Background: an optimization exercise with open tools, aiming at small area. Do not read the settings as production practice.
The RTL was checked by simulation tests, not by an equivalence proof against the original design.
Power figures rest on the tool's default switching activity, not on a simulated workload.

==> v5 <==
// Matrix_Multiplication
module Matrix_Multiplication (
  input clk, reset,
  input [7:0] a1, a2, a3, a4, b1, b2, b3, b4,
  output [16:0] c1, c2, c3, c4, c5, c6, c7, c8, c9, c10, c11, c12, c13, c14, c15, c16
);
  wire [7:0] na1, na2, na3, na4, nb1, nb2, nb3, nb4;
  Systolic_inv8 Ia1 (.a(a1), .y(na1));
  Systolic_inv8 Ia2 (.a(a2), .y(na2));
  Systolic_inv8 Ia3 (.a(a3), .y(na3));
  Systolic_inv8 Ia4 (.a(a4), .y(na4));
  Systolic_inv8 Ib1 (.a(b1), .y(nb1));
  Systolic_inv8 Ib2 (.a(b2), .y(nb2));
  Systolic_inv8 Ib3 (.a(b3), .y(nb3));
  Systolic_inv8 Ib4 (.a(b4), .y(nb4));
  wire [7:0] va00, vb00;
  wire [7:0] va01, vb01;
  wire [7:0] va02, vb02;
  wire [7:0] va03, vb03;
  wire [7:0] va10, vb10;
  wire [7:0] va11, vb11;
  wire [7:0] va12, vb12;
  wire [7:0] va13, vb13;
  wire [7:0] va20, vb20;
  wire [7:0] va21, vb21;
  wire [7:0] va22, vb22;
  wire [7:0] va23, vb23;
  wire [7:0] va30, vb30;
  wire [7:0] va31, vb31;
  wire [7:0] va32, vb32;
  wire [7:0] va33, vb33;
  Systolic_array B1 (.clk(clk), .reset(reset), .in_na(na1), .in_nb(nb1), .out_na(va00), .out_nb(vb00), .out_c(c1));
  ...
clock: 8.0 ns
lec_check: 0
cap_margin: 20
core_margin: 2
core_utilization: 65
gpl_timing_driven: 0
slew_margin: 20
standard.sh (not shown) runs the stock make flow with config.mk's settings and CLKGATE_MAP_FILE= SYNTH_SCRIPT=/design/flow/synth_recipe.tcl, a recipe that flattens the netlist after the stock synthesis.
==> flow/flow/run.sh <==
#!/bin/bash
# Own flow: the standard layout, with the PE's leaf modules mapped one-to-one
# onto standard cells before synthesis (flow/map.py), buf_1 port buffers,
# synthesis buffers removed at floorplan, and the extra ORFS settings listed
# one per line in flow/make_args.  Each tool's output goes to a log here.
set -euo pipefail
python3 flow/map.py design.v > design_mapped.v 2> map.log
EXTRA=()
if [[ -f flow/make_args ]]; then
  while IFS= read -r line; do
    [[ -n "$line" && "$line" != \#* ]] && EXTRA+=("$line")
  done < flow/make_args
fi
bash standard.sh VERILOG_FILES=$PWD/design_mapped.v \
  "BUFFER_PORTS_ARGS=-buffer_cell sky130_fd_sc_hd__buf_1" \
  REMOVE_ABC_BUFFERS=1 "${EXTRA[@]}" \
  finish > standard.log 2>&1
==> flow/flow/make_args <==
CTS_ARGS=-sink_clustering_enable -repair_clock_nets -dont_use_dummy_load -buf_list sky130_fd_sc_hd__clkbuf_8 -sink_clustering_size 17 -sink_clustering_max_diameter 60
Other scripts of this flow, unchanged in this note and not shown: flow/flow/map.py
==> v36: changes against v5 <==
==> flow/flow/make_args (replaced) <==
CTS_ARGS=-sink_clustering_enable -repair_clock_nets -dont_use_dummy_load -buf_list sky130_fd_sc_hd__clkbuf_8 -sink_clustering_size 15 -sink_clustering_max_diameter 120
PLACE_DENSITY = 0.85   (was not set)
==> v38: changes against v5 <==
==> flow/flow/make_args (replaced) <==
CTS_ARGS=-sink_clustering_enable -repair_clock_nets -dont_use_dummy_load -buf_list sky130_fd_sc_hd__clkbuf_8 -sink_clustering_size 18 -sink_clustering_max_diameter 70
==> results.txt <==
	v5	v36	v38
Result of the run	timing/DRC/antenna clean	timing/DRC/antenna clean	timing/DRC/antenna clean
Clock latency on the worst-skew pair	0.69 ns	0.65 ns	0.66 ns
Pin slew with the least headroom to its limit	0.5457 ns	0.5552 ns	0.5428 ns
Sequential cell area share	28.83%	28.94%	28.91%
Share of power burned in registers	26.1%	26.5%	26.3%
Fraction of final layout cells sized beyond drive strength 1	9.965%	9.616%	9.733%
First-pass detailed-route iteration total	5	8	5
Relative contribution of the clock network to total power	8.1%	7.2%	7.5%
Met3 track demand over resource in global routing	5.675%	6.262%	5.077%
Critical path destination	B4.out_c[16]	B3.out_c[16]	B4.out_c[16]
# diodes	2	1	1
Count of plain and timing-repair buffers	341	342	341
Critical path's largest stage delay	0.53 ns	0.52 ns	0.53 ns
Gp weighted congestion	0.8867	0.9307	0.8867
Non-clk buf share	3.345%	3.425%	3.354%
# nets final	4331	4319	4323
Least setup slack across all paths after layout	0.5326 ns	0.5820 ns	0.4993 ns
Final core occ	66.99%	66.74%	66.80%

---

==> 02-20 <==
Matrix_Multiplication again, from the RTL that the note above started with.
export LEC_CHECK = 0
export CAP_MARGIN = 20
export CORE_MARGIN = 2
export CORE_UTILIZATION = 65
export GPL_TIMING_DRIVEN = 0
export SLEW_MARGIN = 20
create_clock -name core_clock -period 8.0 [get_ports {clk}]
==> flow/flow/make_args <==
CTS_ARGS=-sink_clustering_enable -repair_clock_nets -dont_use_dummy_load -buf_list sky130_fd_sc_hd__clkbuf_8 -sink_clustering_size 15 -sink_clustering_max_diameter 80
==> flow/flow/map.py <==
#!/usr/bin/env python3
"""Map the leaf modules of the PE netlist (Systolic_fa, Systolic_nand2, ...)
one-to-one onto sky130hd cells.  Reads design.v, writes the mapped design to
stdout.  Each leaf module keeps its name and ports; only its body becomes a
single standard-cell instance with the same function."""
import re, sys

CELLS = {
    'fa':    ("input a, b, ci, output s, co", "sky130_fd_sc_hd__fa_1 c (.A(a), .B(b), .CIN(ci), .SUM(s), .COUT(co));"),
    'ha':    ("input a, b, output s, co", "sky130_fd_sc_hd__ha_1 c (.A(a), .B(b), .SUM(s), .COUT(co));"),
    'nand2': ("input a, b, output y", "sky130_fd_sc_hd__nand2_1 c (.A(a), .B(b), .Y(y));"),
    'and2':  ("input a, b, output y", "sky130_fd_sc_hd__and2_1 c (.A(a), .B(b), .X(y));"),
    'nor2':  ("input a, b, output y", "sky130_fd_sc_hd__nor2_1 c (.A(a), .B(b), .Y(y));"),
    'or2':   ("input a, b, output y", "sky130_fd_sc_hd__or2_1 c (.A(a), .B(b), .X(y));"),
    'xor2':  ("input a, b, output y", "sky130_fd_sc_hd__xor2_1 c (.A(a), .B(b), .X(y));"),
    'xnor2': ("input a, b, output y", "sky130_fd_sc_hd__xnor2_1 c (.A(a), .B(b), .Y(y));"),
    'inv':   ("input a, output y", "sky130_fd_sc_hd__inv_2 c (.A(a), .Y(y));"),
    'nor2b': ("input a, bn, output y", "sky130_fd_sc_hd__nor2b_1 c (.A(a), .B_N(bn), .Y(y));"),
    'or2b':  ("input a, bn, output y", "sky130_fd_sc_hd__or2b_1 c (.A(a), .B_N(bn), .X(y));"),
}

src = open(sys.argv[1]).read()
n = 0
for m, (ports, body) in CELLS.items():
    pat = re.compile(r'\bmodule\s+Systolic_' + m + r'\b.*?\bendmodule\b', re.S)
    src, k = pat.subn(f"module Systolic_{m} ({ports});\n  {body}\nendmodule", src)
    n += k
sys.stdout.write(src)
print(f"map.py: mapped {n} leaf modules", file=sys.stderr)
Scripts as last shown in full above: flow/flow/run.sh
==> 06-21 (differences from 02-20) <==
==> flow/flow/make_args (replaced) <==
CTS_ARGS=-sink_clustering_enable -repair_clock_nets -dont_use_dummy_load -buf_list sky130_fd_sc_hd__clkbuf_8 -sink_clustering_size 15 -sink_clustering_max_diameter 120
==> 10-08 (differences from 02-20) <==
==> flow/flow/make_args (replaced) <==
CTS_ARGS=-sink_clustering_enable -repair_clock_nets -dont_use_dummy_load -buf_list sky130_fd_sc_hd__clkbuf_8 -sink_clustering_size 15 -sink_clustering_max_diameter 120
CORE_UTILIZATION = 55   (was 65)
GPL_ROUTABILITY_DRIVEN = 0   (was not set)
PLACE_DENSITY = 0.75   (was not set)
==> 03-07 (differences from 02-20) <==
CORE_UTILIZATION = 80   (was 65)
==> impl_results.md <==
- Outcome: timing/DRC/antenna clean
- CP max stage delay: 0.54 ns
- M2 GR Usage: 57.7%
- Non-Filler Instances: 3,775
- Slew Limit Headroom: 65.7%
- Largest net degree at the start of global routing: 95
- P&R area growth vs syn: 1.87%
- Clock network area share: 1.31%
- Die width: 228 um
- Metal3 WL: 7050 um
- First-pass GRT wire length: 145,000 um
the above is filed under 03-07

==> impl_results.md <==
- Outcome: timing/DRC/antenna clean
- First-pass GRT wire length: 146,000 um
- Mapped Cells: 2,993
- Count of final hold-check violations: 0
- M2 GR Usage: 41.6%
- CP max stage delay: 0.52 ns
- Die H: 274 um
- Slew Limit Headroom: 58.4%
- Clock network area share: 1.24%
- Largest net degree at the start of global routing: 105
the above is filed under 10-08

==> impl_results.md <==
- Die width: 252 um
- M2 GR Usage: 48.9%
- Post-synth top area share: 50.3%
- P&R area growth vs syn: 2.06%
- Outcome: timing/DRC/antenna clean
- CP max stage delay: 0.53 ns
- First-pass GRT wire length: 144,000 um
- Dominant kind of cell: multi-input combinational cells
- Metal3 WL: 5620 um
- Non-Filler Instances: 3,889
the above is filed under 06-21

==> impl_results.md <==
- Outcome: timing/DRC/antenna clean
- Largest net degree at the start of global routing: 109
- Die width: 252 um
- Metal3 WL: 5340 um
- M2 GR Usage: 48.9%
- Slew Limit Headroom: 63.9%
- Non-Filler Instances: 3,893
- First-pass GRT wire length: 144,000 um
- CP max stage delay: 0.53 ns
the above is filed under 02-20


---

==> branch ember <==
Starting RTL as in the previous note.
export LEC_CHECK = 0
export CAP_MARGIN = 20
export CORE_MARGIN = 2
export CORE_UTILIZATION = 65
export GPL_TIMING_DRIVEN = 0
export SLEW_MARGIN = 20
create_clock -name core_clock -period 8.0 [get_ports {clk}]
==> flow/flow/make_args <==
CTS_ARGS=-sink_clustering_enable -dont_use_dummy_load -buf_list sky130_fd_sc_hd__clkbuf_8 -sink_clustering_size 16 -sink_clustering_max_diameter 90
Scripts as last shown in full above: flow/flow/run.sh, flow/flow/map.py
==> inputs of branch delta, as changes to branch ember <==
==> flow/flow/make_args (replaced) <==
CTS_ARGS=-sink_clustering_enable -repair_clock_nets -dont_use_dummy_load -buf_list sky130_fd_sc_hd__clkbuf_16 -sink_clustering_size 24 -sink_clustering_max_diameter 100
==> results.txt <==
* Switching share of power at 0.4468
* Layout clock buffer count at 30
* Non-filler instance count after layout at 3882
* Global-route met2 utilization at 0.4903
* Internal reg-to-reg setup slack at about 1000 ps
* Nets at 4312
* Outcome: timing/DRC/antenna clean
* Cell area after layout at 0.04118 mm2
That was branch delta.
==> results.txt <==
* Cell depth of the worst setup path at 19
* Global-route met2 utilization at 0.4895
* Outcome: timing/DRC/antenna clean
* Switching share of power at 0.4527
* Dpl cell area at 0.04043 mm2
* Non-filler instance count after layout at 3889
* Endpoint type of the worst setup path: register
* TritonCTS clock tree: built
* Total clock network power at 1.21 mW
* Layout clock buffer count at 36
* Internal reg-to-reg setup slack at 1060 ps
* Crit Path Class: in -> reg
That was branch ember.

## separate check: timing with driven ports
No port has a modelled driver above. Below, the same layouts with a new extraction and two added sets of constraints.
Step 1 (the two cells are an assumption about what drives the block):
set clk [get_ports {clk}]
set_driving_cell -lib_cell sky130_fd_sc_hd__clkbuf_16 $clk
set_driving_cell -lib_cell sky130_fd_sc_hd__buf_2 [delete_from_list [all_inputs] $clk]
Step 2 adds t to the input delays and takes it off the output delays; t is the mean of the earliest and latest rising clock arrival at the registers after step 1. Input paths then give back, and output paths get back, about the clock's delay inside the block.
Three values: ideal ports, drivers, drivers and shift; two values: the first two.
run	t, ns	setup slack, ns	hold slack, ns	worst setup path after step 2	pins driven straight from the clock port
v5	0.720	0.533 / 0.569 / -0.151	0.408 / 0.408 / 0.408	input to register	1
v36	0.686	0.582 / 0.598 / -0.088	0.424 / 0.424 / 0.424	input to register	1
v38	0.703	0.499 / 0.542 / -0.160	0.386 / 0.386 / 0.386	input to register	1
02-20	0.686	0.526 / 0.570 / -0.116	0.400 / 0.400 / 0.400	input to register	1
06-21	0.677	0.533 / 0.569 / -0.108	0.421 / 0.421 / 0.421	input to register	1
10-08	0.676	0.582 / 0.623 / -0.054	0.380 / 0.380 / 0.380	input to register	1
03-07	0.686	0.552 / 0.585 / -0.101	0.410 / 0.410 / 0.410	input to register	1
branch ember	0.676	0.500 / 0.536 / -0.140	0.412 / 0.412 / 0.412	input to register	1
branch delta	0.659	0.508 / 0.549 / -0.110	0.420 / 0.420 / 0.420	input to register	1
Met with ideal ports but missed after step 2: setup timing in every run listed. The setup slack of v5, which loses most, moves by +0.036 ns with the drivers and by -0.684 ns with both steps.
